From an optimization exercise on the open Yosys and OpenROAD flow, aimed at small area, a short achievable clock period and few clock cycles per item; shortcuts taken in it are not production practice.
RTL that was checked went through simulation tests only; none was proved equivalent to the original.
Function not checked in runs 1 to 5: the RTL went through the layout flow alone.

File: config.mk
export PLATFORM = sky130hd
export DESIGN_NAME = atan
export DESIGN_NICKNAME = atan
export VERILOG_FILES = /design/flow/design.v
export SDC_FILE = /design/flow/constraint.sdc
export NUM_CORES = 4
export LEC_CHECK = 0
export ABC_AREA = 1
export CAP_MARGIN = 20
export CORE_MARGIN = 2
export CORE_UTILIZATION = 50
export SETUP_SLACK_MARGIN = 3
export SLEW_MARGIN = 20
File: constraint.sdc
create_clock -name core_clock -period 6.0 [get_ports {clk}]
set_input_delay 1.2000 -clock core_clock [delete_from_list [all_inputs] [get_ports {clk}]]
set_output_delay 1.2000 -clock core_clock [all_outputs]
set_load 0.01 [all_outputs]
File: design.v
module atan
(
    input                       clk         ,
    input                       rst_n       ,
    input                       trig        ,
    output                      vld         ,
    input       signed  [16:0]  para_in     ,
    output      signed  [11:0]  atany
);
reg         busy;
reg         vld_r;
reg  [8:0]  h;       
reg  [18:0] x;
reg  [19:2] z;
reg  [11:1] acc;     
wire [8:1]  clr = {h[8], h[8] | h[7], |h[8:6], |h[8:5], |h[8:4], |h[8:3], |h[8:2], |h[8:1]};
always @(posedge clk or negedge rst_n)
    if (!rst_n) begin
        busy  <= 1'b0;
        vld_r <= 1'b0;
    end else begin
        busy  <= trig | (busy & ~h[8]);
        vld_r <= busy & h[8];
    end
assign vld = vld_r;
wire        s   = para_in[16];
wire [18:0] p4  = {para_in, 2'b00};
wire [18:0] y0  = s ? p4 + 19'd1024 : p4 - 19'd1024;
wire [18:0] x0  = s ? 19'd1024 - p4 : 19'd1024 + p4;
wire        d   = ~z[19];
wire [19:0] zf  = {z, 2'b00};
wire [18:0] xm  = {x[18:1] & {10'h3FF, ~clr}, 1'b0};
wire [19:0] zn  = {zf[18:0], 1'b0} + ({1'b0, xm} ^ {20{d}}) + d;
wire [18:0] za  = zf[18:0] ^ {19{zf[19]}};
wire [33:0] ze  = {15'd0, za};
reg  [18:0] ty;
integer i, j;
always @(*) begin
    ty = 19'd0;
    for (i = 0; i < 8; i = i + 1)
        for (j = 0; j < 19; j = j + 1)
            ty[j] = ty[j] | (h[i] & ze[j + 2*i + 1]);
end
wire [18:0] xn  = x + ty + !d;
wire [11:0] k2  = ({12{h[0]}} & 12'd950) | ({12{h[1]}} & 12'd502) | ({12{h[2]}} & 12'd254)
                | {4'd0, h[3], h[4], h[5], h[6], h[7], h[8], 2'd0};
wire [11:1] accn = acc + (k2[11:1] & {11{d}});
always @(posedge clk) begin
    h   <= trig ? 9'd1 : {h[7:0], 1'b0};
    x   <= trig ? x0 : xn;
    z   <= trig ? {y0[18], y0[18:2]} : zn[19:2];
    acc <= trig ? (s ? 11'd1156 : 11'd1960) : accn;
end
wire        d9 = ~z[19];
wire [11:1] a1 = acc + 11'd1;
assign atany = {d9 ? a1 : acc, 1'b0};
endmodule
File: flow/run.sh
#!/bin/bash
# Own layout flow: the standard flow (standard.sh, ORFS) with one change:
# the port buffers are the smallest buffer cell (every port still gets one).
# The make run writes its full output to a log of its own in this folder.
set -euo pipefail
here=$(pwd)
bash standard.sh \
  "BUFFER_PORTS_ARGS=-buffer_cell sky130_fd_sc_hd__buf_1" \
  finish > "$here/flow_make.log" 2>&1
File: standard.sh
#!/bin/bash
# synth_recipe.tcl (not shown) runs the flow's synth.tcl, then flattens the netlist and writes it again
# the make line also repeats each setting of config.mk as NAME=value (left out here)
make -C /OpenROAD-flow-scripts/flow DESIGN_CONFIG=/design/flow/config.mk WORK_HOME=/design/flow/orfs CLKGATE_MAP_FILE= SYNTH_SCRIPT=/design/flow/synth_recipe.tcl "${@:-finish}"
==> out/metrics.yaml, run 1 <==
synth-async-reset-ratio: 0.0339
setup_tns_ns: 0
hold_path.class: "reg2reg"
ys_warn_count: 1
grt_usage: 0.324
num_vias: 6963
criticalPathCategory: "reg2out"
startpoint_type: "register"
fin_nets: 1106
finalSetupViolations: 0
rows: 40
num_antenna_cells: 0
hold_viol: 0
timing.rr.end: "x[16]$_DFF_P_"
synth_compound_area_frac: 0.216
hp-start: "h[8]$_SDFF_PP0_"
grt_setup_unrepaired: "yes"
yosys-top-cells-count: "222 x nand2_1, 131 x inv_1, 81 x nor2_1"
maxCapViolCount: 0
min_period_over_period: 0.504
antenna_found_initial: 0
ys_seq_area_frac: 0.197
hold_depth: 2
clkSinkCount: 59
worst_ep_arrival_time_ns: 1.82
port_buffers: 31
dieArea_mm2: 0.0130
synthAdderAreaFrac: 0.111
synthCells: 965
r2r-start: "z[19]$_DFF_P_"
vias_per_cell: 5.87
synth_edf_count: 0
cts_root_buffer: "clkbuf_16"
routed_wl_um: 21600
netlist_top_cells_area: "dfxtp_1 19%, nand2_1 14%, ha_1 10%"
h-tree-depth: 3
syn_avg_cell_area_um2: 6.28
fmax_ghz: 0.331
cp-end-kind: "primary output"
initialDrtViolationCount: 583
slew_viol_final: 0
start_util: 0.509
drc: 0
cp.required_ns: 4.80
fin_crit_ns: 3.02
grt_max_degree: 41
dp_cells: 1121
grt_pass1_vias: 6260
numCtsBuffers: 9
die_h_um: 114
synth_ff_type: "dfxtp_1"
skew_ns: 0.0101
clockBufferDepth: 2
dpl.hpwl_um: 15800
coreArea_mm2: 0.0119
post-synth-top-count-cell: "nand2_1"
grt_overflow: 0
max-slew-margin-rel: 0.617
worst_pin_slew_ns: 0.573
clk_latency_ns: 0.35
synthesis.nets: 1037
die_w_um: 114
ff2ff_path_depth: 17
synth_top_family_by_area: "simple AND/OR/NAND/NOR gates"
holdPathEnd: "vld_r$_DFF_PN0_"
cts_tree: "done"
yosysTopAreaCell: "dfxtp_1"
drive_gt1_frac: 0.178
antenna_left: 0
grt_pass1_wl_um: 32800
path_clk_slew_ns: 0.06
crit_fanout: 7
first_pass_iters: 6
ys_types: 55
synth_simple_gate_area_frac: 0.303
reg2reg_slack_ns: 3.01
ys_seq_elements: 59
final_cells: 1186
status: "complete, no violations"
wl_per_cell_um: 18.2
nFillCells: 1100
gp_congestion: 0.965
yosys.area_share.xor_xnor: 0.0680
syn_area_mm2: 0.00606
synth_top_area_frac: 0.188
synthToLayoutAreaGrowth_pct: 25.0
synthMuxAreaShare: 0
io_pins: 33
cell usage in the layout (no fill, tap or decap), drive strengths merged, types with 3 or more instances in the layout:
cell type,instances
o21ai,79
o221ai,10
inv,131
o22ai,23
dfxtp,57
clkinv,4
o21bai,8
o2111ai,3
xor2,25
xnor2,22
nor2,85
ha,49
o21a,3
nand4,11
a21oi,75
o211ai,3
a21boi,3
a221oi,4
nand3,65
clkinvlp,5
fa,3
nand2,227
buf,77
nand3b,5
or2,16
nor3,13
clkbuf,13
routing by layer:
metal	part of all wire	GRT usage	routed length, um	up-vias
li1	-	-	-	3368
met2	0.46	0.529	9860	319
met5	0	0	0	-
met1	0.42	0.437	9160	3211
met4	0.038	0.111	833	0
met3	0.083	0.0524	1790	65
layout make-up:
cell class | instances | area (um^2) | area share
clock buffers | 9 | 225 | 0.0297
clock inverters | 7 | 101 | 0.0134
inverters | 135 | 527 | 0.0696
multi-input cells | 747 | 4660 | 0.615
flip-flops and latches | 59 | 1200 | 0.159
well taps | 147 | 184 | 0.0243
repair buffers | 82 | 674 | 0.0891
cells by family (layout without fill, tap and decap cells):
logic type,Yosys count,count (layout)
simple gates,424,424
compound gates,223,223
buf+inv,159,233
flops,59,59
fa+ha+maj,52,52
xor+xnor,47,47
other cells,1,1
critical path, cell delays in order, from the launching register on:
cell     delay [ns]
dfxtp_4        0.43
inv_4          0.05
buf_12         0.12
nand4_1        0.09
nor2_2         0.06
buf_4          0.13
buf_6          0.10
buf_6          0.10
buf_6          0.10
xor2_1         0.13
buf_2          0.15
state kept, by name, indices dropped and copies added, names as in the netlist:
signal / count
z: 18
vld_r: 1
h: 9
x: 19
busy: 1
acc: 11
stage by stage:
stage	hold WS (ns)	worst slack (ns)	utilization	instance area (um^2)
floorplan	0.436	3.17	-	6060
global placement	0.452	2.44	0.524	6240
detailed placement	0.464	2.29	0.524	6240
CTS	0.470	2.93	0.583	6940
global route	0.514	2.86	0.636	7570
finish	0.470	2.98	0.636	7570
what timing repair did:
action | in CTS | in global routing
pin swaps | 10 | 53
cloned | 1 | 3
buffers inserted | 19 | 26
resized for setup | 49 | 91
setup endpoints to repair | 33 | 20
hold buffers | 0 | 0
worst max-delay path by stage:
| stage | start | to | slack (ns) | cells past startpoint |
|---|---|---|---|---|
| floorplan | z[19]$_DFF_P_ | x[16]$_DFF_P_ | 3.17 | 18 |
| CTS | z[19]$_DFF_P_ | atany[11] | 2.93 | 8 |
| detailed placement | z[19]$_DFF_P_ | x[14]$_DFF_P_ | 2.29 | 18 |
| global route | z[19]$_DFF_P_ | x[16]$_DFF_P_ | 2.86 | 17 |
| finish | z[19]$_DFF_P_ | atany[7] | 2.98 | 10 |
| global placement | z[19]$_DFF_P_ | x[14]$_DFF_P_ | 2.44 | 18 |
==> run 2, diff against run 1 <==
--- a/design.v
+++ b/design.v
@@ -32,3 +32,4 @@
 wire [18:0] xm  = {x[18:1] & {10'h3FF, ~clr}, 1'b0};
-wire [19:0] zn  = {zf[18:0], 1'b0} + ({1'b0, xm} ^ {20{d}}) + d;
+wire [20:0] zc  = {zf[18:0], 1'b0, 1'b1} + {{1'b0, xm} ^ {20{d}}, d};
+wire [19:0] zn  = zc[20:1];
 wire [18:0] za  = zf[18:0] ^ {19{zf[19]}};
@@ -43,3 +44,4 @@
 end
-wire [18:0] xn  = x + ty + !d;
+wire [19:0] xc  = {x, 1'b1} + {ty, !d};
+wire [18:0] xn  = xc[19:1];
 wire [11:0] k2  = ({12{h[0]}} & 12'd950) | ({12{h[1]}} & 12'd502) | ({12{h[2]}} & 12'd254)
==> run 2 against run 1 <==
Against the previous run: still clean; sequential cell count unchanged; register-to-register slack better by 0.02 ns; critical path depth fell by 1; count of clock-buffer cells in the layout is the same; worst setup slack worse by 0.041 ns.
==> out/metrics.yaml, run 2 <==
syn_area_mm2: 0.00626  # was 0.00606 mm^2
nFillCells: 1199  # was 1100
antenna_found_initial: 0  # unchanged
die_w_um: 116  # was 114 um
ys_warn_count: 1  # unchanged
worst_pin_slew_ns: 0.547  # was 0.573 ns
cts_root_buffer: "clkbuf_16"  # unchanged
skew_ns: 0.0101  # about the same
yosys-top-cells-count: "226 x nand2_1, 102 x inv_1, 96 x nor2_1"  # was 222 x nand2_1, 131 x inv_1, 81 x nor2_1
cp-end-kind: "primary output"  # unchanged
timing.rr.end: "x[12]$_DFF_P_"  # was x[16]$_DFF_P_
min_period_over_period: 0.511  # was 0.504
clockBufferDepth: 2  # unchanged
grt_max_degree: 43  # was 41
grt_overflow: 0  # unchanged
drc: 0  # unchanged
layout_common_cells: "214 x nand2_1, 100 x inv_1, 92 x nor2_1"  # was 206 x nand2_1, 120 x inv_1, 76 x nor2_1
crit_fanout: 7  # unchanged
maxCapViolCount: 0  # unchanged
post-synth-top-count-cell: "nand2_1"  # unchanged
drive_gt1_frac: 0.166  # was 0.178
startpoint_type: "register"  # unchanged
numCtsBuffers: 9  # unchanged
setup_tns_ns: 0  # unchanged
finalSetupViolations: 0  # unchanged
hold_viol: 0  # unchanged
reg2reg_slack_ns: 3.03  # was 3.01 ns
grt_setup_unrepaired: "yes"  # unchanged
initialDrtViolationCount: 700  # was 583
holdPathEnd: "vld_r$_DFF_PN0_"  # unchanged
synth_top_area_frac: 0.182  # was 0.188
routed_wl_um: 21300  # was 21600 um
gp_congestion: 0.933  # was 0.965
io_pins: 33  # unchanged
reg.largest.list: "x: 19 flops, z: 18 flops, acc: 11 flops"  # unchanged
clk_latency_ns: 0.35  # about the same
synthCells: 998  # was 965
status: "complete, no violations"  # unchanged
netlist_top_cells_area: "dfxtp_1 18%, nand2_1 14%, ha_1 10%"  # was dfxtp_1 19%, nand2_1 14%, ha_1 10%
largest_register_ffs: 19  # unchanged
grt_pass1_wl_um: 32900  # was 32800 um
dieArea_mm2: 0.0134  # was 0.0130 mm^2
first_pass_iters: 5  # was 6
ff2ff_path_depth: 17  # unchanged
ys_seq_elements: 59  # unchanged
wl_per_cell_um: 17.5  # was 18.2 um
synth_ff_type: "dfxtp_1"  # unchanged
coreArea_mm2: 0.0121  # was 0.0119 mm^2
start_util: 0.517  # was 0.509
grt_usage: 0.322  # was 0.324
clkSinkCount: 59  # unchanged
path_clk_slew_ns: 0.06  # about the same
worst_ep_arrival_time_ns: 1.87  # was 1.82 ns
cp.required_ns: 4.80  # about the same
rows: 40  # unchanged
synth-async-reset-ratio: 0.0339  # unchanged
antenna_left: 0  # unchanged
port_buffers: 31  # unchanged
h-tree-depth: 3  # unchanged
num_antenna_cells: 0  # unchanged
die_h_um: 116  # was 114 um
hold_slack_ns: 0.481  # was 0.470 ns
final_common_cell: "nand2_1"  # unchanged
hold_depth: 2  # unchanged
vias_per_cell: 5.69  # was 5.87
max-slew-margin-rel: 0.636  # was 0.617
fin_nets: 1120  # was 1106
r2r-start: "z[19]$_DFF_P_"  # unchanged
ys_seq_area_frac: 0.190  # was 0.197
criticalPathCategory: "reg2out"  # unchanged
syn_avg_cell_area_um2: 6.28  # about the same
ys_types: 56  # was 55
synthToLayoutAreaGrowth_pct: 18.4  # was 25.0%
synth_edf_count: 0  # unchanged
cts_tree: "done"  # unchanged
grt_pass1_vias: 6329  # was 6260
num_vias: 6942  # was 6963
slew_viol_final: 0  # unchanged
hp-start: "busy$_DFF_PN0_"  # was h[8]$_SDFF_PP0_
fin_crit_ns: 3.07  # was 3.02 ns
synthesis.nets: 1071  # was 1037
yosysTopAreaCell: "dfxtp_1"  # unchanged
dpl.hpwl_um: 16100  # was 15800 um
hold_path.class: "reg2reg"  # unchanged
fmax_ghz: 0.326  # was 0.331 GHz
largest-register: "x"  # unchanged
run 2: cell count changes after synthesis, sizes merged, moves of 5 or more:
cell	change
a221oi	+5
nand2	+17
nor2	+15
o21ai	+5
a21oi	+10
o221ai	-6
xnor2	-7
nor3	+7
inv	-15
run 2: how the worst max path moves through the flow:
stage	startpoint	endpoint	cells past startpoint
after floorplan	z[19]$_DFF_P_	x[12]$_DFF_P_	17
after global placement	z[19]$_DFF_P_	x[13]$_DFF_P_	15
after detailed placement	z[19]$_DFF_P_	x[13]$_DFF_P_	15
after CTS	z[19]$_DFF_P_	atany[11]	9
after global routing	z[19]$_DFF_P_	atany[10]	9
final	z[19]$_DFF_P_	atany[10]	9
run 2: what timing repair did:
item                       in CTS  in global routing
hold buffers                    0                  0
pin swaps                       4                 39
buffers inserted                6                 21
gates resized for setup        26                 70
setup endpoints to repair      26                 26
cloned                          3                  0
run 2: cell families after synthesis:
logic type | after synthesis | synth area share
AND/OR/NAND/NOR | 468 | 0.335
AO/OA/AOI/OAI | 229 | 0.210
buffers and inverters | 145 | 0.0953
flip-flops | 59 | 0.190
adder cells (fa/ha/maj) | 53 | 0.108
XOR/XNOR | 43 | 0.0601
other | 1 | 0.000599
run 2: final cells by class:
cell class,count,area (um^2),share of cell area
clock buffer,9,225,0.0304
clock inverter,7,77.6,0.0105
inverter,120,470,0.0635
multi-input combinational,794,4770,0.643
sequential,59,1200,0.162
tap,168,210,0.0284
timing repair buffer,63,462,0.0623
run 2: critical path: stages, from the launching register on:
cell and delay [ns]:
dfxtp_4 0.37, buf_12 0.15, inv_12 0.05, nand4_1 0.12, nor3_2 0.25, nand3_1 0.13, nor2_1 0.11, nand2_1 0.07
xor2_1 0.14, buf_2 0.13
run 2: stage by stage:
step	setup slack (ns)	utilization	area [um^2]	std cells
after global routing	2.84	0.612	7410	1220
after floorplan	3.41	-	6260	998
final	2.93	0.612	7410	1220
after detailed placement	2.65	0.533	6460	1174
after global placement	2.63	0.533	6460	1174
after CTS	2.93	0.577	6990	1199
run 2: layer usage:
layer / share of wire / GRT usage
met5: 0 / 0
met4: 0.043 / 0.140
met3: 0.066 / 0.0601
met2: 0.45 / 0.510
met1: 0.44 / 0.429
==> run 3, diff against run 2 <==
--- a/design.v
+++ b/design.v
@@ -29,3 +29,3 @@
 wire [18:0] x0  = s ? 19'd1024 - p4 : 19'd1024 + p4;
-wire        d   = ~z[19];
+reg         d;
 wire [19:0] zf  = {z, 2'b00};
@@ -53,5 +53,6 @@
     z   <= trig ? {y0[18], y0[18:2]} : zn[19:2];
+    d   <= trig ? ~y0[18] : ~zn[19];
     acc <= trig ? (s ? 11'd1156 : 11'd1960) : accn;
 end
-wire        d9 = ~z[19];
+wire        d9 = d;
 wire [11:1] a1 = acc + 11'd1;
==> run 3 against run 2 <==
Against the previous run: critical endpoint is now x[14]$_DFF_P_; synthesized cell count unchanged; worst setup slack improved by 0.13 ns; synthesized area decreased by 0.26%.
==> out/metrics.yaml, run 3 <==
gp_congestion: 0.951  # was 0.933
syn_area_mm2: 0.00625  # was 0.00626 mm^2
timing.rr.end: "x[14]$_DFF_P_"  # was x[12]$_DFF_P_
worst_pin_slew_ns: 0.750  # was 0.547 ns
maxCapViolCount: 0  # unchanged
r2r-start: "z[19]$_DFF_P_"  # unchanged
drc: 0  # unchanged
clockBufferDepth: 2  # unchanged
syn_avg_cell_area_um2: 6.26  # was 6.28 um^2
port_buffers: 31  # unchanged
yosysTopAreaCell: "dfxtp_1"  # unchanged
die_w_um: 116  # about the same
dieArea_mm2: 0.0134  # about the same
reg.largest.list: "x: 19 flops, z: 18 flops, acc: 11 flops"  # unchanged
first_pass_iters: 6  # was 5
die_h_um: 116  # about the same
final_cells: 1220  # unchanged
pre_cts_ws_ns: 2.51  # was 2.65 ns
worst_slack_ns: 3.07  # was 2.93 ns
grt_setup_unrepaired: "yes"  # unchanged
grt_max_degree: 44  # was 43
yosys-top-cells-count: "223 x nand2_1, 111 x inv_1, 91 x nor2_1"  # was 226 x nand2_1, 102 x inv_1, 96 x nor2_1
clk_latency_ns: 0.35  # about the same
fin_crit_ns: 2.93  # was 3.07 ns
synth-async-reset-ratio: 0.0333  # was 0.0339
fmax_ghz: 0.341  # was 0.326 GHz
startpoint_type: "register"  # unchanged
netlist_top_cells_area: "dfxtp_1 19%, nand2_1 13%, ha_1 10%"  # was dfxtp_1 18%, nand2_1 14%, ha_1 10%
path_clk_slew_ns: 0.06  # about the same
layout_common_cells: "212 x nand2_1, 108 x inv_1, 89 x nor2_1"  # was 214 x nand2_1, 100 x inv_1, 92 x nor2_1
synthCells: 998  # unchanged
cp.required_ns: 6.25  # was 4.80 ns
max-slew-margin-rel: 0.498  # was 0.636
num_antenna_cells: 0  # unchanged
num_vias: 6904  # was 6942
grt_overflow: 0  # unchanged
finalSetupViolations: 0  # unchanged
ys_seq_elements: 60  # was 59
synthesis.nets: 1071  # unchanged
cts_root_buffer: "clkbuf_16"  # unchanged
post-synth-top-count-cell: "nand2_1"  # unchanged
min_period_over_period: 0.489  # was 0.511
crit_end: "x[14]$_DFF_P_"  # was atany[10]
hold_depth: 2  # unchanged
slew_viol_final: 0  # unchanged
nFillCells: 1226  # was 1199
hold_viol: 0  # unchanged
timing.critical_path.from: "z[19]$_DFF_P_"  # unchanged
synth_top_area_frac: 0.186  # was 0.182
cp-end-kind: "register"  # was primary output
vias_per_cell: 5.66  # was 5.69
largest-register: "x"  # unchanged
rows: 40  # unchanged
h-tree-depth: 3  # unchanged
synth_ff_type: "dfxtp_1"  # unchanged
setup_tns_ns: 0  # unchanged
antenna_found_initial: 0  # unchanged
hold_path.class: "reg2reg"  # unchanged
wl_per_cell_um: 17.2  # was 17.5 um
largest_register_ffs: 19  # unchanged
status: "complete, no violations"  # unchanged
routed_wl_um: 20900  # was 21300 um
io_pins: 33  # unchanged
reg2reg_slack_ns: 3.07  # was 3.03 ns
hold_buffers: 0  # unchanged
synthToLayoutAreaGrowth_pct: 16.1  # was 18.4%
skew_ns: 0.00809  # was 0.0101 ns
ys_types: 57  # was 56
criticalPathCategory: "reg2reg"  # was reg2out
dp_cells: 1175  # was 1174
ff2ff_path_depth: 15  # was 17
cts_tree: "done"  # unchanged
grt_pass1_wl_um: 31800  # was 32900 um
worst_ep_arrival_time_ns: 3.18  # was 1.87 ns
start_util: 0.516  # was 0.517
grt_usage: 0.314  # was 0.322
initialDrtViolationCount: 678  # was 700
drive_gt1_frac: 0.122  # was 0.166
ys_seq_area_frac: 0.194  # was 0.190
antenna_left: 0  # unchanged
fin_nets: 1120  # unchanged
grt_pass1_vias: 6051  # was 6329
numCtsBuffers: 9  # unchanged
dpl.hpwl_um: 15900  # was 16100 um
synth_edf_count: 0  # unchanged
ys_warn_count: 1  # unchanged
crit_fanout: 7  # unchanged
clkSinkCount: 60  # was 59
coreArea_mm2: 0.0121  # unchanged
final_common_cell: "nand2_1"  # unchanged
==> run 3: worst min path at each step <==
| stage | from | end | slack (ns) |
|---|---|---|---|
| final | busy$_DFF_PN0_ | vld_r$_DFF_PN0_ | 0.50 |
| after global placement | busy$_DFF_PN0_ | busy$_DFF_PN0_ | 0.46 |
| after global routing | busy$_DFF_PN0_ | vld_r$_DFF_PN0_ | 0.54 |
| after floorplan | busy$_DFF_PN0_ | vld_r$_DFF_PN0_ | 0.44 |
| after detailed placement | busy$_DFF_PN0_ | vld_r$_DFF_PN0_ | 0.46 |
| after CTS | busy$_DFF_PN0_ | vld_r$_DFF_PN0_ | 0.47 |
==> run 3: stage by stage <==
stage / cell area (um^2) / util / hold slack [ns]
after floorplan: 6250 / - / 0.436
after global placement: 6460 / 0.533 / 0.464
after detailed placement: 6460 / 0.533 / 0.461
after CTS: 6930 / 0.572 / 0.473
after global routing: 7250 / 0.599 / 0.538
final: 7250 / 0.599 / 0.497
==> run 3: final cells by class <==
class / instances / area, um^2 / area share
clock buffer: 12 / 256 / 0.0354
clock inverter: 4 / 95.1 / 0.0131
inverter: 121 / 467 / 0.0644
multi-input combinational: 792 / 4590 / 0.633
sequential: 60 / 1230 / 0.169
tap: 168 / 210 / 0.0290
timing repair buffer: 62 / 402 / 0.0554
timing repair inverter: 1 / 5.00 / 0.000690
==> run 3: logic make-up after synthesis <==
logic type | after synthesis | synth area share
and+or+nand+nor | 458 | 0.323
AOI/OAI and AO/OA | 237 | 0.218
buffers and inverters | 146 | 0.0957
DFF | 60 | 0.194
adders and majority gates | 53 | 0.109
xor gates and xnor gates | 43 | 0.0603
other | 1 | 0.000600
==> run 3: timing repair <==
item | 4_1_cts | 5_1_grt
pin swaps | 2 | 16
setup buffers | 3 | 24
setup endpoints to repair | 21 | 19
gates cloned | 1 | 1
resized for setup | 21 | 38
==> run 3: critical path: stages, from the launching register on <==
cell and delay (ns):
dfxtp_4 0.37, clkbuf_2 0.14, or2_2 0.31, nand2_2 0.08
o22ai_1 0.07, or4_4 0.57, ha_4 0.34, nand3_1 0.11
nand2_2 0.14, a21boi_4 0.08, o21ai_2 0.20, nand3_1 0.16
nand2_1 0.09, nand2_1 0.05, nand3_1 0.06, nand2_1 0.05
==> run 3: layer usage <==
layer | global-route usage | wire length, um | vias to the layer above
met2 | 0.494 | 9190 | 306
met1 | 0.435 | 9570 | 3110
met4 | 0.103 | 537 | 0
li1 | - | - | 3446
met5 | 0 | 0 | -
met3 | 0.0591 | 1640 | 42
==> run 4, diff against run 3 <==
--- a/design.v
+++ b/design.v
@@ -11,3 +11,3 @@
 reg         vld_r;
-reg  [8:0]  h;       
+reg  [8:1]  clr;     
 reg  [18:0] x;
@@ -15,3 +15,4 @@
 reg  [11:1] acc;     
-wire [8:1]  clr = {h[8], h[8] | h[7], |h[8:6], |h[8:5], |h[8:4], |h[8:3], |h[8:2], |h[8:1]};
+wire [8:0]  ct  = {clr, 1'b1};
+wire [8:0]  h   = ct & ~{1'b0, ct[8:1]};      
 always @(posedge clk or negedge rst_n)
@@ -21,4 +22,4 @@
     end else begin
-        busy  <= trig | (busy & ~h[8]);
-        vld_r <= busy & h[8];
+        busy  <= trig | (busy & ~clr[8]);
+        vld_r <= busy & clr[8];
     end
@@ -29,3 +30,3 @@
 wire [18:0] x0  = s ? 19'd1024 - p4 : 19'd1024 + p4;
-reg         d;
+wire        d   = ~z[19];
 wire [19:0] zf  = {z, 2'b00};
@@ -50,9 +51,8 @@
 always @(posedge clk) begin
-    h   <= trig ? 9'd1 : {h[7:0], 1'b0};
+    clr <= trig ? 8'd0 : {clr[7:1], 1'b1};
     x   <= trig ? x0 : xn;
     z   <= trig ? {y0[18], y0[18:2]} : zn[19:2];
-    d   <= trig ? ~y0[18] : ~zn[19];
     acc <= trig ? (s ? 11'd1156 : 11'd1960) : accn;
 end
-wire        d9 = d;
+wire        d9 = ~z[19];
 wire [11:1] a1 = acc + 11'd1;
==> run 4 against run 3 <==
Against the previous run: still clean on timing, DRC and antenna; routed wire length rose by 1.1%; critical path depth shrank 6; final area grew 1.8%; maximum frequency rose by 1.1%; critical path type is now reg2out; critical endpoint is now atany[10].
==> out/metrics.yaml, run 4 <==
worst_ep_arrival_time_ns: 1.70  # was 3.18 ns
vias_per_cell: 5.43  # was 5.66
nFillCells: 1336  # was 1226
h-tree-depth: 3  # unchanged
die_h_um: 118  # was 116 um
synthToLayoutAreaGrowth_pct: 12.8  # was 16.1%
netlist_top_cells_area: "dfxtp_1 17%, nand2_1 17%, ha_1 9.8%"  # was dfxtp_1 19%, nand2_1 13%, ha_1 10%
grt_overflow: 0  # unchanged
fin_nets: 1198  # was 1120
antenna_found_initial: 0  # unchanged
regArea_mm2: 0.00118  # was 0.00123 mm^2
ys_warn_count: 1  # unchanged
grt_setup_unrepaired: "yes"  # unchanged
multi_input_area_mm2: 0.00475  # was 0.00459 mm^2
min_period_over_period: 0.483  # was 0.489
reg2reg_slack_ns: 3.16  # was 3.07 ns
cp_slowest_cell: "dfxtp_4"  # was or4_4
io_pins: 33  # unchanged
timing.critical_path.from: "z[19]$_DFF_P_"  # unchanged
skew_ns: 0.00668  # was 0.00809 ns
startpoint_type: "register"  # unchanged
synth-async-reset-ratio: 0.0345  # was 0.0333
crit_end: "atany[10]"  # was x[14]$_DFF_P_
hold_viol: 0  # unchanged
timing.rr.end: "x[18]$_DFF_P_"  # was x[14]$_DFF_P_
final_common_cell: "nand2_1"  # unchanged
ff2ff_path_depth: 17  # was 15
worst_pin_slew_ns: 0.902  # was 0.750 ns
path_clk_slew_ns: 0.05  # was 0.06 ns
worstPathCellList: "buf_12, clkinv_8, nand4_1, nor2_1, nand2_1, nor2_2, nand3_1, xor2_1, clkbuf_2"  # was clkbuf_2, or2_2, nand2_2, o22ai_1, or4_4, ha_4, nand3_1, nand2_2, a21boi_4, o21ai_2, nand3_1, nand2_1, nand2_1, nand3_1, nand2_1
num_vias: 7071  # was 6904
ys_types: 47  # was 57
layout_common_cells: "287 x nand2_1, 137 x inv_1, 102 x nor2_1"  # was 212 x nand2_1, 108 x inv_1, 89 x nor2_1
grt_max_degree: 38  # was 44
largest_register_ffs: 19  # unchanged
fin_crit_ns: 2.90  # was 2.93 ns
coreArea_mm2: 0.0127  # was 0.0121 mm^2
grt_usage: 0.304  # was 0.314
dieArea_mm2: 0.0140  # was 0.0134 mm^2
slew_viol_final: 0  # unchanged
port_buffers: 31  # unchanged
cp_num_cells: 9  # was 15
synth_ff_type: "dfxtp_1"  # unchanged
r2r-start: "z[19]$_DFF_P_"  # unchanged
dpl.hpwl_um: 16600  # was 15900 um
criticalPathCategory: "reg2out"  # was reg2reg
clkSinkCount: 58  # was 60
drc: 0  # unchanged
hold_buffers: 0  # unchanged
drive_gt1_frac: 0.0973  # was 0.122
die_w_um: 118  # was 116 um
crit_fanout: 4  # was 7
cp_slowest_stage_delay_ns: 0.35  # was 0.57 ns
maxCapViolCount: 0  # unchanged
syn_avg_cell_area_um2: 6.00  # was 6.26 um^2
reg.largest.list: "x: 19 flops, z: 18 flops, acc: 11 flops"  # unchanged
ys_seq_elements: 58  # was 60
status: "complete, no violations"  # unchanged
rows: 41  # was 40
numCtsBuffers: 9  # unchanged
num_antenna_cells: 0  # unchanged
synthesis.nets: 1163  # was 1071
grt_pass1_vias: 6450  # was 6051
hp-start: "clr[7]$_SDFF_PP0_"  # was busy$_DFF_PN0_
syn_area_mm2: 0.00654  # was 0.00625 mm^2
synth_edf_count: 0  # unchanged
synthCells: 1090  # was 998
largest-register: "x"  # unchanged
grt_pass1_wl_um: 33700  # was 31800 um
cts_tree: "done"  # unchanged
fin_util: 0.580  # was 0.599
wl_per_cell_um: 16.3  # was 17.2 um
cpLargestDelayFamily: "simple AND/OR/NAND/NOR gates"  # unchanged
setup_tns_ns: 0  # unchanged
cp.required_ns: 4.80  # was 6.25 ns
start_util: 0.514  # was 0.516
routed_wl_um: 21200  # was 20900 um
clockBufferDepth: 2  # unchanged
yosys-top-cells-count: "295 x nand2_1, 138 x inv_1, 106 x nor2_1"  # was 223 x nand2_1, 111 x inv_1, 91 x nor2_1
gp_congestion: 0.918  # was 0.951
clk_latency_ns: 0.34  # was 0.35 ns
yosysTopAreaCell: "dfxtp_1"  # unchanged
finalSetupViolations: 0  # unchanged
ys_seq_area_frac: 0.179  # was 0.194
post-synth-top-count-cell: "nand2_1"  # unchanged
first_pass_iters: 5  # was 6
max-slew-margin-rel: 0.399  # was 0.498
initialDrtViolationCount: 658  # was 678
synth_top_area_frac: 0.171  # was 0.186
hold_path.class: "reg2reg"  # unchanged
cts_root_buffer: "clkbuf_16"  # unchanged
path_buf_inv: 3  # was 1
antenna_left: 0  # unchanged
cp-end-kind: "primary output"  # was register
fmax_ghz: 0.345  # was 0.341 GHz
## run 4: cell count changes after synthesis, moves of 5 or more
cell      previous run  this run
nand3b_1             5        12
nand3_1             65        84
o21a_1               6         1
nand2_1            223       295
inv_2                8        14
inv_1              111       138
a21oi_1             83        69
o21ai_1              9        15
nor3_1              20        12
xnor2_1             10        20
xor2_1              33        24
nor2_1              91       106
o21ai_0             79        44
## run 4: metal layers
metal,global-route usage,routed length [um],up-vias
li1,-,-,3633
met1,0.422,9740,3116
met2,0.467,9150,276
met3,0.0574,1670,46
met4,0.109,605,0
met5,0,0,-
## run 4: logic make-up after synthesis
logic type / Yosys count / share of synthesized area
compound gates: 179 / 0.153
other cells: 1 / 0.000573
flops: 58 / 0.179
xor+xnor: 46 / 0.0639
simple gates: 572 / 0.386
buf+inv: 181 / 0.115
fa+ha+maj: 53 / 0.104
## run 4: tightest hold or removal path: cells and delay by family, from the launching register on
family,cells,cell delay (ns)
buf+inv,1,0.08
flops,1,0.31
simple gates,1,0.04
## run 4: worst min path at each step
| stage | end | slack [ns] | depth (start not counted) |
|---|---|---|---|
| 2_1_floorplan | vld_r$_DFF_PN0_ | 0.41 | 2 |
| 3_3_place_gp | clr[6]$_SDFF_PP0_ | 0.46 | 2 |
| 3_5_place_dp | vld_r$_DFF_PN0_ | 0.46 | 2 |
| 4_1_cts | clr[8]$_SDFF_PP0_ | 0.47 | 2 |
| 5_1_grt | vld_r$_DFF_PN0_ | 0.50 | 2 |
| 6_report | clr[8]$_SDFF_PP0_ | 0.47 | 2 |
## run 4: per-stage QoR
stage | instances | worst slack (ns) | cell area, um^2 | hold WS (ns)
floorplan | 1090 | 3.48 | 6540 | 0.415
global placement | 1270 | 2.82 | 6730 | 0.460
detailed placement | 1270 | 2.79 | 6730 | 0.460
CTS | 1294 | 3.00 | 7220 | 0.471
global route | 1302 | 2.92 | 7380 | 0.496
finish | 1302 | 3.10 | 7380 | 0.470
## run 4: layout make-up
cell class	instances	share of cell area
multi-input cells	851	0.643
flip-flops and latches	58	0.161
inverters	156	0.0810
repair buffers	48	0.0414
clock buffers	11	0.0329
well taps	172	0.0292
clock inverters	5	0.0105
repair inverters	1	0.00119
## run 4: what timing repair did
item | 4_1_cts | 5_1_grt
endpoints found under the hold margin | 0 | 0
buffers inserted | 5 | 8
endpoints found under the setup margin | 18 | 17
pin swaps | 3 | 13
gates resized for setup | 15 | 31
gates cloned | 3 | 0
==> run 5, diff against run 4 <==
--- a/design.v
+++ b/design.v
@@ -33,4 +33,3 @@
 wire [18:0] xm  = {x[18:1] & {10'h3FF, ~clr}, 1'b0};
-wire [20:0] zc  = {zf[18:0], 1'b0, 1'b1} + {{1'b0, xm} ^ {20{d}}, d};
-wire [19:0] zn  = zc[20:1];
+wire [19:0] zn  = {zf[18:0], 1'b0} + ({1'b0, xm} ^ {20{d}}) + d;
 wire [18:0] za  = zf[18:0] ^ {19{zf[19]}};
==> run 5 against run 4 <==
Against the previous run: hold slack worse by 0.022 ns; synthesized area shrank 3.7%; final cell count is 3.0% lower; maximum frequency down 3.5%; sequential cell count unchanged; synthesized cell count shrank 3.1%; clock skew grew 0.00094 ns; global-route usage is 0.94 points higher; register-to-register slack worse by 0.06 ns; die area fell by 3.6%.
==> out/metrics.yaml, run 5 <==
path_clk_slew_ns: 0.06  # was 0.05 ns
grt_pass1_vias: 6172  # was 6450
dpl.hpwl_um: 16200  # was 16600 um
path_buf_inv: 3  # unchanged
clk_latency_ns: 0.35  # was 0.34 ns
cpLargestDelayFamily: "simple AND/OR/NAND/NOR gates"  # unchanged
rows: 40  # was 41
setup_tns_ns: 0  # unchanged
wl_per_cell_um: 16.5  # was 16.3 um
num_vias: 7079  # was 7071
worstPathCellList: "buf_8, inv_8, nand4_1, nor2_2, and3_4, nand3_1, xor2_1, buf_2"  # was buf_12, clkinv_8, nand4_1, nor2_1, nand2_1, nor2_2, nand3_1, xor2_1, clkbuf_2
reg.largest.list: "x: 19 flops, z: 18 flops, acc: 11 flops"  # unchanged
drc: 0  # unchanged
cp_slowest_cell: "dfxtp_4"  # unchanged
finalSetupViolations: 0  # unchanged
coreArea_mm2: 0.0122  # was 0.0127 mm^2
final_common_cell: "nand2_1"  # unchanged
yosysTopAreaCell: "nand2_1"  # was dfxtp_1
min_period_over_period: 0.500  # was 0.483
criticalPathCategory: "reg2out"  # unchanged
initialDrtViolationCount: 713  # was 658
ys_types: 45  # was 47
antenna_found_initial: 0  # unchanged
num_antenna_cells: 0  # unchanged
netlist_top_cells_area: "nand2_1 18%, dfxtp_1 18%, ha_1 9.9%"  # was dfxtp_1 17%, nand2_1 17%, ha_1 9.8%
skew_ns: 0.00761  # was 0.00668 ns
die_h_um: 116  # was 118 um
largest_register_ffs: 19  # unchanged
vias_per_cell: 5.60  # was 5.43
h-tree-depth: 3  # unchanged
synth_ff_type: "dfxtp_1"  # unchanged
synthCells: 1056  # was 1090
grt_overflow: 0  # unchanged
max-slew-margin-rel: 0.417  # was 0.399
die_w_um: 116  # was 118 um
post-synth-top-count-cell: "nand2_1"  # unchanged
status: "complete, no violations"  # unchanged
fin_nets: 1162  # was 1198
ys_warn_count: 1  # unchanged
crit_fanout: 10  # was 4
worst_ep_arrival_time_ns: 1.80  # was 1.70 ns
grt_usage: 0.313  # was 0.304
synthesis.nets: 1128  # was 1163
fin_crit_ns: 3.00  # was 2.90 ns
synth_edf_count: 0  # unchanged
hold_buffers: 0  # unchanged
startpoint_type: "register"  # unchanged
antenna_left: 0  # unchanged
fmax_ghz: 0.333  # was 0.345 GHz
drive_gt1_frac: 0.0785  # was 0.0973
clockBufferDepth: 2  # unchanged
maxCapViolCount: 0  # unchanged
final_cells: 1263  # was 1302
slew_viol_final: 0  # unchanged
clkSinkCount: 58  # unchanged
cts_root_buffer: "clkbuf_16"  # unchanged
largest-register: "x"  # unchanged
hold_viol: 0  # unchanged
cp-end-kind: "primary output"  # unchanged
io_pins: 33  # unchanged
worst_pin_slew_ns: 0.874  # was 0.902 ns
cp_slowest_stage_delay_ns: 0.37  # was 0.35 ns
cp.required_ns: 4.80  # about the same
synth_top_area_frac: 0.179  # was 0.171
start_util: 0.518  # was 0.514
syn_area_mm2: 0.00630  # was 0.00654 mm^2
yosys-top-cells-count: "300 x nand2_1, 131 x inv_1, 101 x nor2_1"  # was 295 x nand2_1, 138 x inv_1, 106 x nor2_1
synthToLayoutAreaGrowth_pct: 12.3  # was 12.8%
synth-async-reset-ratio: 0.0345  # unchanged
ys_seq_area_frac: 0.186  # was 0.179
layout_common_cells: "292 x nand2_1, 130 x inv_1, 94 x nor2_1"  # was 287 x nand2_1, 137 x inv_1, 102 x nor2_1
first_pass_iters: 5  # unchanged
dp_cells: 1231  # was 1270
grt_setup_unrepaired: "yes"  # unchanged
grt_max_degree: 46  # was 38
syn_avg_cell_area_um2: 5.96  # was 6.00 um^2
numCtsBuffers: 9  # unchanged
dieArea_mm2: 0.0135  # was 0.0140 mm^2
routed_wl_um: 20900  # was 21200 um
ys_seq_elements: 58  # unchanged
grt_pass1_wl_um: 32500  # was 33700 um
port_buffers: 31  # unchanged
gp_congestion: 1.01  # was 0.918
hold_path.class: "reg2reg"  # unchanged
cts_tree: "done"  # unchanged
## run 5: cell types whose count changed in the layout (fill, tap and decap cells not counted), sizes merged, moves of 3 or more
cell and delta:
nor2 -11, inv -10, a21o +4, a21oi -4, clkinv -4, xor2 -4
a221oi +3, nand2 -3, o211ai -3, or2 -3
## run 5: worst paths after layout
path,start,end,cells past startpoint,slack (ns)
min in group asynchronous,rst_n,vld_r$_DFF_PN0_,1,0.62
min reg2reg,clr[8]$_SDFF_PP0_,vld_r$_DFF_PN0_,2,0.45
min,clr[8]$_SDFF_PP0_,vld_r$_DFF_PN0_,2,0.45
max in group asynchronous,rst_n,busy$_DFF_PN0_,1,5.25
max reg2reg,z[19]$_DFF_P_,x[16]$_DFF_P_,17,3.10
max,z[19]$_DFF_P_,atany[11],8,3.00
## run 5: through the flow
step | setup slack [ns] | area, um^2 | util | hold slack [ns]
after floorplan | 3.47 | 6300 | - | 0.415
after global placement | 2.76 | 6490 | 0.534 | 0.430
after detailed placement | 2.76 | 6490 | 0.534 | 0.447
after CTS | 2.97 | 6890 | 0.566 | 0.455
after global routing | 2.95 | 7070 | 0.581 | 0.487
final | 3.00 | 7070 | 0.581 | 0.448
## run 5: cell type report
| class | instances | area [um^2] |
|---|---|---|
| Clock inverter | 7 | 103 |
| Fill cell | 1269 | 5090 |
| Tap cell | 168 | 210 |
| Clock buffer | 9 | 225 |
| Multi-Input combinational cell | 832 | 4540 |
| Sequential cell | 58 | 1180 |
| Timing Repair Buffer | 48 | 274 |
| Inverter | 141 | 537 |
## run 5: worst register-to-register path, cell delays in order, from the launching register on
cell and delay (ns):
dfxtp_4 0.39, clkbuf_4 0.19, buf_4 0.13, nand2_1 0.06
nand2_2 0.16, inv_1 0.12, a21oi_1 0.16, o2111ai_1 0.13
ha_1 0.40, nand2_1 0.14, nor2_2 0.22, nand3_1 0.14
nand3_1 0.16, nand2_1 0.11, nand2_1 0.09, nand2_1 0.05
nand3_1 0.07, nand2_1 0.07
## run 5: cells by family after synthesis
family                   share of synthesized area
other                                     0.000595
flip-flops                                   0.186
buffers and inverters                        0.106
adder cells (fa/ha/maj)                      0.106
XOR/XNOR                                    0.0584
AND/OR/NAND/NOR                              0.371
AO/OA/AOI/OAI                                0.172
## run 5: what timing repair did
item                                    in CTS  in global routing
setup buffers                                4                 12
endpoints found under the setup margin      22                 20
resized for setup                           12                 31
pin swaps                                    1                 12
## run 5: metal layers
layer | routed length, um | vias to the layer above | global-route usage
li1 | - | 3552 | -
met3 | 1400 | 46 | 0.0524
met4 | 614 | 0 | 0.0992
met2 | 9550 | 330 | 0.515
met5 | 0 | - | 0
met1 | 9320 | 3151 | 0.420
==> run 6, diff against run 5 <==
--- a/design.v
+++ b/design.v
@@ -44,4 +44,3 @@
 end
-wire [19:0] xc  = {x, 1'b1} + {ty, !d};
-wire [18:0] xn  = xc[19:1];
+wire [18:0] xn  = x + ty + !d;
 wire [11:0] k2  = ({12{h[0]}} & 12'd950) | ({12{h[1]}} & 12'd502) | ({12{h[2]}} & 12'd254)
==> run 6 against run 5 <==
Against the previous run: worst setup slack gained 0.097 ns; routed wire length down 5.1%; synthesized cell count shrank 3.3%; synthesized area fell by 1.1%; register-to-register slack improved by 0.03 ns; final area down 1.8%; final cell count shrank 2.9%; critical endpoint unchanged; highest routed layer unchanged.
==> out/metrics.yaml, run 6 <==
grt_usage: 0.306  # was 0.313
cp_slowest_stage_delay_ns: 0.37  # about the same
status: "complete, no violations"  # unchanged
initialDrtViolationCount: 612  # was 713
largest-register: "x"  # unchanged
cpLargestDelayFamily: "simple AND/OR/NAND/NOR gates"  # unchanged
numCtsBuffers: 9  # unchanged
io_pins: 33  # unchanged
fin_crit_ns: 2.91  # was 3.00 ns
crit_fanout: 10  # unchanged
grt_pass1_wl_um: 31300  # was 32500 um
vias_per_cell: 5.50  # was 5.60
synthCells: 1021  # was 1056
skew_ns: 0.00948  # was 0.00761 ns
ys_seq_elements: 58  # unchanged
regArea_mm2: 0.00118  # about the same
path_clk_slew_ns: 0.05  # was 0.06 ns
startpoint_type: "register"  # unchanged
yosysTopAreaCell: "dfxtp_1"  # was nand2_1
reg.largest.list: "x: 19 flops, z: 18 flops, acc: 11 flops"  # unchanged
wl_per_cell_um: 16.2  # was 16.5 um
multi_input_area_mm2: 0.00446  # was 0.00454 mm^2
max-slew-margin-rel: 0.494  # was 0.417
grt_max_degree: 37  # was 46
pre_cts_ws_ns: 2.42  # was 2.76 ns
coreArea_mm2: 0.0121  # was 0.0122 mm^2
ys_seq_area_frac: 0.188  # was 0.186
num_vias: 6746  # was 7079
fin_nets: 1126  # was 1162
worst_pin_slew_ns: 0.754  # was 0.874 ns
post-route-cell-area_mm2: 0.00695  # was 0.00707 mm^2
hold_slack_ns: 0.463  # was 0.448 ns
rows: 40  # unchanged
die_h_um: 116  # about the same
grt_setup_unrepaired: "yes"  # unchanged
grt_pass1_vias: 6075  # was 6172
dpl.hpwl_um: 15700  # was 16200 um
nFillCells: 1274  # was 1269
finalSetupViolations: 0  # unchanged
path_buf_inv: 3  # unchanged
ys_warn_count: 1  # unchanged
first_pass_iters: 5  # unchanged
worst_ep_arrival_time_ns: 1.71  # was 1.80 ns
gp_congestion: 0.969  # was 1.01
port_buffers: 31  # unchanged
synth-async-reset-ratio: 0.0345  # unchanged
hold_viol: 0  # unchanged
maxCapViolCount: 0  # unchanged
synth_ff_type: "dfxtp_1"  # unchanged
clk_latency_ns: 0.35  # about the same
cp-end-kind: "primary output"  # unchanged
grt_overflow: 0  # unchanged
fmax_ghz: 0.344  # was 0.333 GHz
hold_buffers: 0  # unchanged
hold_path.class: "reg2reg"  # unchanged
cp_slowest_cell: "dfxtp_4"  # unchanged
synthesis.nets: 1093  # was 1128
syn_area_mm2: 0.00623  # was 0.00630 mm^2
synth_top_area_frac: 0.180  # was 0.179
antenna_left: 0  # unchanged
setup_tns_ns: 0  # unchanged
min_period_over_period: 0.484  # was 0.500
largest_register_ffs: 19  # unchanged
synth_edf_count: 0  # unchanged
post-synth-top-count-cell: "nand2_1"  # unchanged
num_antenna_cells: 0  # unchanged
netlist_top_cells_area: "dfxtp_1 18%, nand2_1 17%, ha_1 9.8%"  # was nand2_1 18%, dfxtp_1 18%, ha_1 9.9%
final_common_cell: "nand2_1"  # unchanged
cts_root_buffer: "clkbuf_16"  # unchanged
antenna_found_initial: 0  # unchanged
drive_gt1_frac: 0.0718  # was 0.0785
h-tree-depth: 3  # unchanged
layout_common_cells: "275 x nand2_1, 120 x inv_1, 101 x nor2_1"  # was 292 x nand2_1, 130 x inv_1, 94 x nor2_1
cts_tree: "done"  # unchanged
clkSinkCount: 58  # unchanged
clockBufferDepth: 2  # unchanged
dieArea_mm2: 0.0134  # was 0.0135 mm^2
place_area_mm2: 0.00642  # was 0.00649 mm^2
cp.required_ns: 4.80  # about the same
syn_avg_cell_area_um2: 6.10  # was 5.96 um^2
routed_wl_um: 19800  # was 20900 um
die_w_um: 116  # about the same
worstPathCellList: "buf_12, inv_8, nand4_1, nor3_2, nand3_1, xor2_1, clkbuf_2"  # was buf_8, inv_8, nand4_1, nor2_2, and3_4, nand3_1, xor2_1, buf_2
slew_viol_final: 0  # unchanged
ys_types: 51  # was 45
criticalPathCategory: "reg2out"  # unchanged
drc: 0  # unchanged
worst_slack_ns: 3.09  # was 3.00 ns
start_util: 0.516  # was 0.518
synthToLayoutAreaGrowth_pct: 11.6  # was 12.3%
yosys-top-cells-count: "278 x nand2_1, 124 x inv_1, 102 x nor2_1"  # was 300 x nand2_1, 131 x inv_1, 101 x nor2_1
-- run 6: worst min-delay path: cells and delay by family (launching register included) --
family                 cells  cell delay, ns
AND/OR/NAND/NOR            1            0.07
buffers and inverters      1            0.03
flip-flops                 1            0.33
-- run 6: per-layer routing --
metal / track usage / up-vias / routed length [um] / share of wire
li1: - / 3433 / - / -
met1: 0.403 / 3016 / 8990 / 0.45
met2: 0.489 / 246 / 8790 / 0.44
met3: 0.0460 / 51 / 1180 / 0.060
met4: 0.149 / 0 / 864 / 0.044
met5: 0 / - / 0 / 0
-- run 6: kinds of logic after synthesis --
kind of cell	Yosys count	synth area share
other	1	0.000602
AO/OA/AOI/OAI	180	0.164
XOR/XNOR	44	0.0661
adder cells (fa/ha/maj)	52	0.108
AND/OR/NAND/NOR	535	0.371
flip-flops	58	0.188
buffers and inverters	151	0.102
-- run 6: final timing paths --
check                                   from  cells past startpoint         endpoint  slack (ns)
min reg2reg                clr[8]$_SDFF_PP0_                      2  vld_r$_DFF_PN0_        0.46
max                            z[19]$_DFF_P_                      7        atany[11]        3.09
min in group asynchronous              rst_n                      1   busy$_DFF_PN0_        0.63
min                        clr[8]$_SDFF_PP0_                      2  vld_r$_DFF_PN0_        0.46
max reg2reg                clr[4]$_SDFF_PP0_                     18    x[16]$_DFF_P_        3.13
max in group asynchronous              rst_n                      1  vld_r$_DFF_PN0_        5.24
-- run 6: layout make-up --
class	count	share of cell area
Multi-Input combinational cell	812	0.642
Sequential cell	58	0.170
Inverter	129	0.0708
Clock buffer	11	0.0364
Timing Repair Buffer	43	0.0348
Tap cell	168	0.0303
Clock inverter	5	0.0144
Timing Repair inverter	1	0.000901
-- run 6: repair_timing --
action	in CTS	in global routing
endpoints found under the hold margin	0	0
resized for setup	12	11
pin swaps	2	2
cloned	1	0
buffers inserted	5	5
setup endpoints to repair	40	13
-- run 6: per-stage QoR --
step            util  cells
4_1_cts        0.569   1222
3_3_place_gp   0.532   1200
6_report       0.576   1227
5_1_grt        0.576   1227
3_5_place_dp   0.532   1200
2_1_floorplan      -   1021
Testbench counts of run 6, summed over its fixed seeds: cycles 24,008, items 2,400.
==> run 7, diff against run 6 <==
--- a/config.mk
+++ b/config.mk
@@ -11,2 +11,3 @@
 export CORE_UTILIZATION = 50
+export CTS_BUF_LIST = sky130_fd_sc_hd__clkbuf_4
 export SETUP_SLACK_MARGIN = 3
==> run 7 against run 6 <==
Against the previous run: clock skew increased by 0.010 ns; still clean on timing, DRC and antenna; register-to-register slack got worse by 0.03 ns; largest cell class unchanged.
==> out/metrics.yaml, run 7 <==
status: "complete, no violations"  # unchanged
cts_root_buffer: "clkbuf_4"  # was clkbuf_16
crit_fanout: 6  # was 10
worst_pin_slew_ns: 0.741  # was 0.754 ns
ys_warn_count: 1  # unchanged
clk_latency_ns: 0.46  # was 0.35 ns
hold_buffers: 0  # unchanged
synth_ff_type: "dfxtp_1"  # unchanged
ys_seq_elements: 58  # unchanged
num_vias: 6813  # was 6746
grt_pass1_wl_um: 31500  # was 31300 um
netlist_top_cells_area: "dfxtp_1 18%, nand2_1 17%, ha_1 9.8%"  # unchanged
synth_edf_count: 0  # unchanged
routed_wl_um: 20100  # was 19800 um
ys_types: 51  # unchanged
clkSinkCount: 58  # unchanged
die_h_um: 116  # unchanged
fmax_ghz: 0.344  # about the same
synth_top_family_by_area: "simple AND/OR/NAND/NOR gates"  # unchanged
grt_usage: 0.307  # was 0.306
vias_per_cell: 5.54  # was 5.50
synthMuxAreaShare: 0  # unchanged
dpl.hpwl_um: 15700  # unchanged
skew_ns: 0.0199  # was 0.00948 ns
rows: 40  # unchanged
path_clk_slew_ns: 0.12  # was 0.05 ns
setup_tns_ns: 0  # unchanged
worst_slack_ns: 3.09  # about the same
synthToLayoutAreaGrowth_pct: 10.4  # was 11.6%
yosysTopAreaCell: "dfxtp_1"  # unchanged
grt_pass1_vias: 6110  # was 6075
clockBufferDepth: 2  # unchanged
final_common_cell: "nand2_1"  # unchanged
maxCapViolCount: 0  # unchanged
antenna_found_initial: 0  # unchanged
layout_common_cells: "275 x nand2_1, 120 x inv_1, 101 x nor2_1"  # unchanged
largest_register_ffs: 19  # unchanged
cts_tree: "done"  # unchanged
antenna_left: 0  # unchanged
startpoint_type: "register"  # unchanged
nFillCells: 1299  # was 1274
grt_max_degree: 37  # unchanged
cp-end-kind: "primary output"  # unchanged
largest-register: "x"  # unchanged
max-slew-margin-rel: 0.503  # was 0.494
worstPathCellList: "inv_8, nand4_1, nor3_2, buf_4, xor2_1, buf_1"  # was buf_12, inv_8, nand4_1, nor3_2, nand3_1, xor2_1, clkbuf_2
num_antenna_cells: 0  # unchanged
ys_seq_area_frac: 0.188  # unchanged
slew_viol_final: 0  # unchanged
synth_compound_area_frac: 0.164  # unchanged
grt_setup_unrepaired: "no"  # was yes
yosys.area_share.xor_xnor: 0.0661  # unchanged
reg2reg_slack_ns: 3.10  # was 3.13 ns
ff2ff_path_depth: 17  # was 18
dieArea_mm2: 0.0134  # unchanged
synth_simple_gate_area_frac: 0.371  # unchanged
worst_ep_arrival_time_ns: 1.71  # about the same
start_util: 0.516  # unchanged
synth-async-reset-ratio: 0.0345  # unchanged
syn_area_mm2: 0.00623  # unchanged
drive_gt1_frac: 0.0782  # was 0.0718
wl_per_cell_um: 16.3  # was 16.2 um
fin_crit_ns: 2.91  # about the same
finalSetupViolations: 0  # unchanged
grt_overflow: 0  # unchanged
fin_nets: 1128  # was 1126
gp_congestion: 0.969  # unchanged
pre_cts_ws_ns: 2.42  # unchanged
drc: 0  # unchanged
hold_viol: 0  # unchanged
yosys-top-cells-count: "278 x nand2_1, 124 x inv_1, 102 x nor2_1"  # unchanged
fin_util: 0.570  # was 0.576
reg.largest.list: "x: 19 flops, z: 18 flops, acc: 11 flops"  # unchanged
die_w_um: 116  # unchanged
synthCells: 1021  # unchanged
post-synth-top-count-cell: "nand2_1"  # unchanged
synth_top_area_frac: 0.180  # unchanged
synthAdderAreaFrac: 0.108  # unchanged
cp_slowest_stage_delay_ns: 0.42  # was 0.37 ns
numCtsBuffers: 9  # unchanged
min_period_over_period: 0.484  # about the same
synthesis.nets: 1093  # unchanged
hold_depth: 2  # unchanged
io_pins: 33  # unchanged
criticalPathCategory: "reg2out"  # unchanged
h-tree-depth: 3  # unchanged
coreArea_mm2: 0.0121  # unchanged
first_pass_iters: 6  # was 5
cp_slowest_cell: "dfxtp_4"  # unchanged
cp.required_ns: 4.80  # about the same
initialDrtViolationCount: 529  # was 612
hold_path.class: "reg2reg"  # unchanged
syn_avg_cell_area_um2: 6.10  # unchanged
port_buffers: 31  # unchanged
-- run 7: cell types whose count changed in the layout (fill, tap and decap cells not counted), sizes merged --
| cell | change |
|---|---|
| buf | +2 |
| clkbuf | -2 |
| clkinv | +2 |
-- run 7: path summary, 6_finish.rpt --
check                                   to               from
max                               atany[9]      z[19]$_DFF_P_
min                        vld_r$_DFF_PN0_  clr[8]$_SDFF_PP0_
max reg2reg                  x[16]$_DFF_P_      z[19]$_DFF_P_
min reg2reg                vld_r$_DFF_PN0_  clr[8]$_SDFF_PP0_
max in group asynchronous  vld_r$_DFF_PN0_              rst_n
min in group asynchronous   busy$_DFF_PN0_              rst_n
-- run 7: repair_timing --
item                                    4_1_cts  5_1_grt
cloned                                        1        1
endpoints found under the setup margin       39       13
setup buffers                                10        1
pin swaps                                     4        9
gates resized for setup                      18       21
-- run 7: logic make-up after synthesis --
group,Yosys count
AO/OA/AOI/OAI,180
adder cells (fa/ha/maj),52
AND/OR/NAND/NOR,535
flip-flops,58
buffers and inverters,151
XOR/XNOR,44
other,1
-- run 7: routing by layer --
metal	wire, um	global-route usage
met5	0	0
met1	9060	0.408
met4	855	0.147
met2	8890	0.492
met3	1240	0.0424
-- run 7: final cells by class --
type	count	area [um^2]	share of cell area
tap	168	210	0.0306
timing repair buffer	45	279	0.0406
inverter	129	492	0.0715
multi-input combinational	812	4520	0.658
sequential	58	1190	0.173
timing repair inverter	1	6.26	0.000910
clock inverter	7	108	0.0157
clock buffer	9	67.6	0.00983
-- run 7: metrics by stage --
stage	cells	hold WS, ns	area (um^2)
after floorplan	1021	0.411	6230
after global placement	1200	0.461	6420
after global routing	1229	0.484	6870
final	1229	0.468	6870
after CTS	1227	0.477	6750
after detailed placement	1200	0.460	6420
-- run 7: critical path, delay by kind of cell (launching register included) --
family | cells | cell delay, ns
flip-flops | 1 | 0.42
AND/OR/NAND/NOR | 2 | 0.32
buffers and inverters | 3 | 0.37
XOR/XNOR | 1 | 0.13
==> run 8, diff against run 7 <==
--- a/config.mk
+++ b/config.mk
@@ -10,3 +10,3 @@
 export CORE_MARGIN = 2
-export CORE_UTILIZATION = 50
+export CORE_UTILIZATION = 40
 export CTS_BUF_LIST = sky130_fd_sc_hd__clkbuf_4
==> run 8 against run 7 <==
Against the previous run: maximum frequency is 2.4% lower; final area rose by 2.1%; critical path depth up 1; first-iteration DRC count decreased by 21%; via count increased by 1.2%; global-route usage fell by 5.5 points; clock skew decreased by 0.0035 ns; worst setup slack lost 0.072 ns; critical endpoint unchanged; highest routed layer unchanged.
==> out/metrics.yaml, run 8 <==
status: "complete, no violations"  # unchanged
synthToLayoutAreaGrowth_pct: 12.7  # was 10.4%
post-synth-top-count-cell: "nand2_1"  # unchanged
cts_root_buffer: "clkbuf_4"  # unchanged
hold_viol: 0  # unchanged
grt_usage: 0.252  # was 0.307
clkSinkCount: 58  # unchanged
ys_types: 51  # unchanged
fin_util: 0.461  # was 0.570
num_vias: 6898  # was 6813
antenna_found_initial: 0  # unchanged
largest-register: "x"  # unchanged
synthCells: 1021  # unchanged
yosys-top-cells-count: "278 x nand2_1, 124 x inv_1, 102 x nor2_1"  # unchanged
setup_tns_ns: 0  # unchanged
startpoint_type: "register"  # unchanged
min_period_over_period: 0.496  # was 0.484
coreArea_mm2: 0.0152  # was 0.0121 mm^2
post-route-cell-area_mm2: 0.00702  # was 0.00687 mm^2
gp_congestion: 0.958  # was 0.969
dieArea_mm2: 0.0166  # was 0.0134 mm^2
fmax_ghz: 0.336  # was 0.344 GHz
synth-async-reset-ratio: 0.0345  # unchanged
die_w_um: 129  # was 116 um
slew_viol_final: 0  # unchanged
yosysTopAreaCell: "dfxtp_1"  # unchanged
finalSetupViolations: 0  # unchanged
worst_pin_slew_ns: 0.872  # was 0.741 ns
maxCapViolCount: 0  # unchanged
h-tree-depth: 3  # unchanged
worst_ep_arrival_time_ns: 1.78  # was 1.71 ns
clockBufferDepth: 2  # unchanged
grt_pass1_vias: 6342  # was 6110
cp-end-kind: "primary output"  # unchanged
netlist_top_cells_area: "dfxtp_1 18%, nand2_1 17%, ha_1 9.8%"  # unchanged
crit_fanout: 3  # was 6
dpl.hpwl_um: 15900  # was 15700 um
num_antenna_cells: 0  # unchanged
initialDrtViolationCount: 418  # was 529
grt_setup_unrepaired: "yes"  # was no
fin_nets: 1138  # was 1128
drc: 0  # unchanged
drive_gt1_frac: 0.103  # was 0.0782
start_util: 0.410  # was 0.516
cp.required_ns: 4.80  # about the same
synthesis.nets: 1093  # unchanged
rows: 45  # was 40
first_pass_iters: 7  # was 6
synth_ff_type: "dfxtp_1"  # unchanged
synth_edf_count: 0  # unchanged
grt_pass1_wl_um: 32700  # was 31500 um
wl_per_cell_um: 16.3  # about the same
hold_path.class: "reg2reg"  # unchanged
place_area_mm2: 0.00644  # was 0.00642 mm^2
cts_tree: "done"  # unchanged
grt_max_degree: 38  # was 37
syn_area_mm2: 0.00623  # unchanged
ys_seq_elements: 58  # unchanged
largest_register_ffs: 19  # unchanged
numCtsBuffers: 9  # unchanged
synth_top_area_frac: 0.180  # unchanged
routed_wl_um: 20500  # was 20100 um
path_clk_slew_ns: 0.11  # was 0.12 ns
io_pins: 33  # unchanged
reg.largest.list: "x: 19 flops, z: 18 flops, acc: 11 flops"  # unchanged
ys_warn_count: 1  # unchanged
clk_latency_ns: 0.45  # was 0.46 ns
fin_crit_ns: 2.98  # was 2.91 ns
skew_ns: 0.0165  # was 0.0199 ns
syn_avg_cell_area_um2: 6.10  # unchanged
antenna_left: 0  # unchanged
port_buffers: 31  # unchanged
vias_per_cell: 5.48  # was 5.54
criticalPathCategory: "reg2out"  # unchanged
layout_common_cells: "269 x nand2_1, 120 x inv_1, 95 x nor2_1"  # was 275 x nand2_1, 120 x inv_1, 101 x nor2_1
hold_buffers: 0  # unchanged
grt_overflow: 0  # unchanged
final_common_cell: "nand2_1"  # unchanged
die_h_um: 129  # was 116 um
ys_seq_area_frac: 0.188  # unchanged
max-slew-margin-rel: 0.419  # was 0.503
-- run 8: what timing repair did --
action,4_1_cts,5_1_grt
buffers inserted,9,12
pin swaps,2,16
resized for setup,20,47
gates cloned,2,0
setup endpoints to repair,27,34
-- run 8: through the flow --
step | hold slack [ns] | std cells | setup WS (ns)
2_1_floorplan | 0.411 | 1021 | 3.36
3_3_place_gp | 0.435 | 1220 | 2.59
3_5_place_dp | 0.456 | 1220 | 2.54
4_1_cts | 0.473 | 1247 | 2.95
5_1_grt | 0.481 | 1259 | 2.85
6_report | 0.463 | 1259 | 3.02
-- run 8: layer usage --
metal  track usage  routed length, um  vias up
met5             0                  0        -
met4         0.127               1050        0
met3        0.0495               1060       64
met2         0.414               9450      233
met1         0.315               8940     3148
li1              -                  -     3453
-- run 8: critical path, stage by stage (launching register included) --
cell	delay, ns
dfxtp_4	0.39
buf_12	0.14
inv_12	0.05
nand4_1	0.14
nor3_2	0.19
buf_4	0.15
xor2_1	0.13
buf_2	0.14
-- run 8: final timing paths --
check,startpoint,slack (ns),end,depth (start not counted)
hold reg to reg,clr[8]$_SDFF_PP0_,0.46,vld_r$_DFF_PN0_,2
setup / recovery,z[19]$_DFF_P_,3.02,atany[9],7
min in group asynchronous,rst_n,0.51,busy$_DFF_PN0_,1
setup reg to reg,z[19]$_DFF_P_,3.09,x[16]$_DFF_P_,18
max in group asynchronous,rst_n,5.37,vld_r$_DFF_PN0_,1
hold / removal,clr[8]$_SDFF_PP0_,0.46,vld_r$_DFF_PN0_,2
-- run 8: layout make-up --
type / instances / area, um^2
Tap cell: 188 / 235
Multi-Input combinational cell: 812 / 4600
Timing Repair inverter: 1 / 8.76
Sequential cell: 58 / 1180
Fill cell: 1665 / 8190
Inverter: 129 / 500
Timing Repair Buffer: 55 / 363
Clock buffer: 9 / 67.6
Clock inverter: 7 / 60.1
-- run 8: logic make-up (layout without fill, tap and decap cells) --
| family | count (synthesis) | in the layout | share of synthesized area |
|---|---|---|---|
| adders and majority gates | 52 | 52 | 0.108 |
| and+or+nand+nor | 535 | 535 | 0.371 |
| other | 1 | 1 | 0.000602 |
| AOI/OAI and AO/OA | 180 | 180 | 0.164 |
| DFF | 58 | 58 | 0.188 |
| buffers and inverters | 151 | 201 | 0.102 |
| xor gates and xnor gates | 44 | 44 | 0.0661 |

## separate check: timing with driven ports
The results above use ideal ports. As a check the final layouts listed here were re-extracted and re-timed, cells and wires unchanged.
Step 1 assumes that a clkbuf_16 drives the clock port and a buf_2 every other input.
Step 2 also shifts input and output timing later by t, the mid clock arrival at the registers, as if the neighbouring blocks saw the same clock.
Slacks: ideal ports / drivers / drivers and shift; pairs: ideal ports / drivers.
run	shift t [ns]	setup WS [ns]	worst setup path after step 2
run 1	0.386	2.975 / 2.936 / 2.809	input to register
run 2	0.389	2.934 / 2.893 / 2.816	input to register
run 3	0.389	3.069 / 3.049 / 2.865	input to register
run 4	0.381	3.101 / 3.060 / 2.971	input to register
run 5	0.388	2.997 / 2.956 / 2.729	input to register
run 6	0.384	3.094 / 3.052 / 2.970	input to register
run 7	0.488	3.094 / 3.058 / 2.707	input to register
run 8	0.477	3.022 / 2.987 / 2.647	input to register
After both steps setup and hold are still met in every run listed. The setup slack of run 7, which loses most, moves by -0.036 ns with the drivers and by -0.387 ns with both steps.
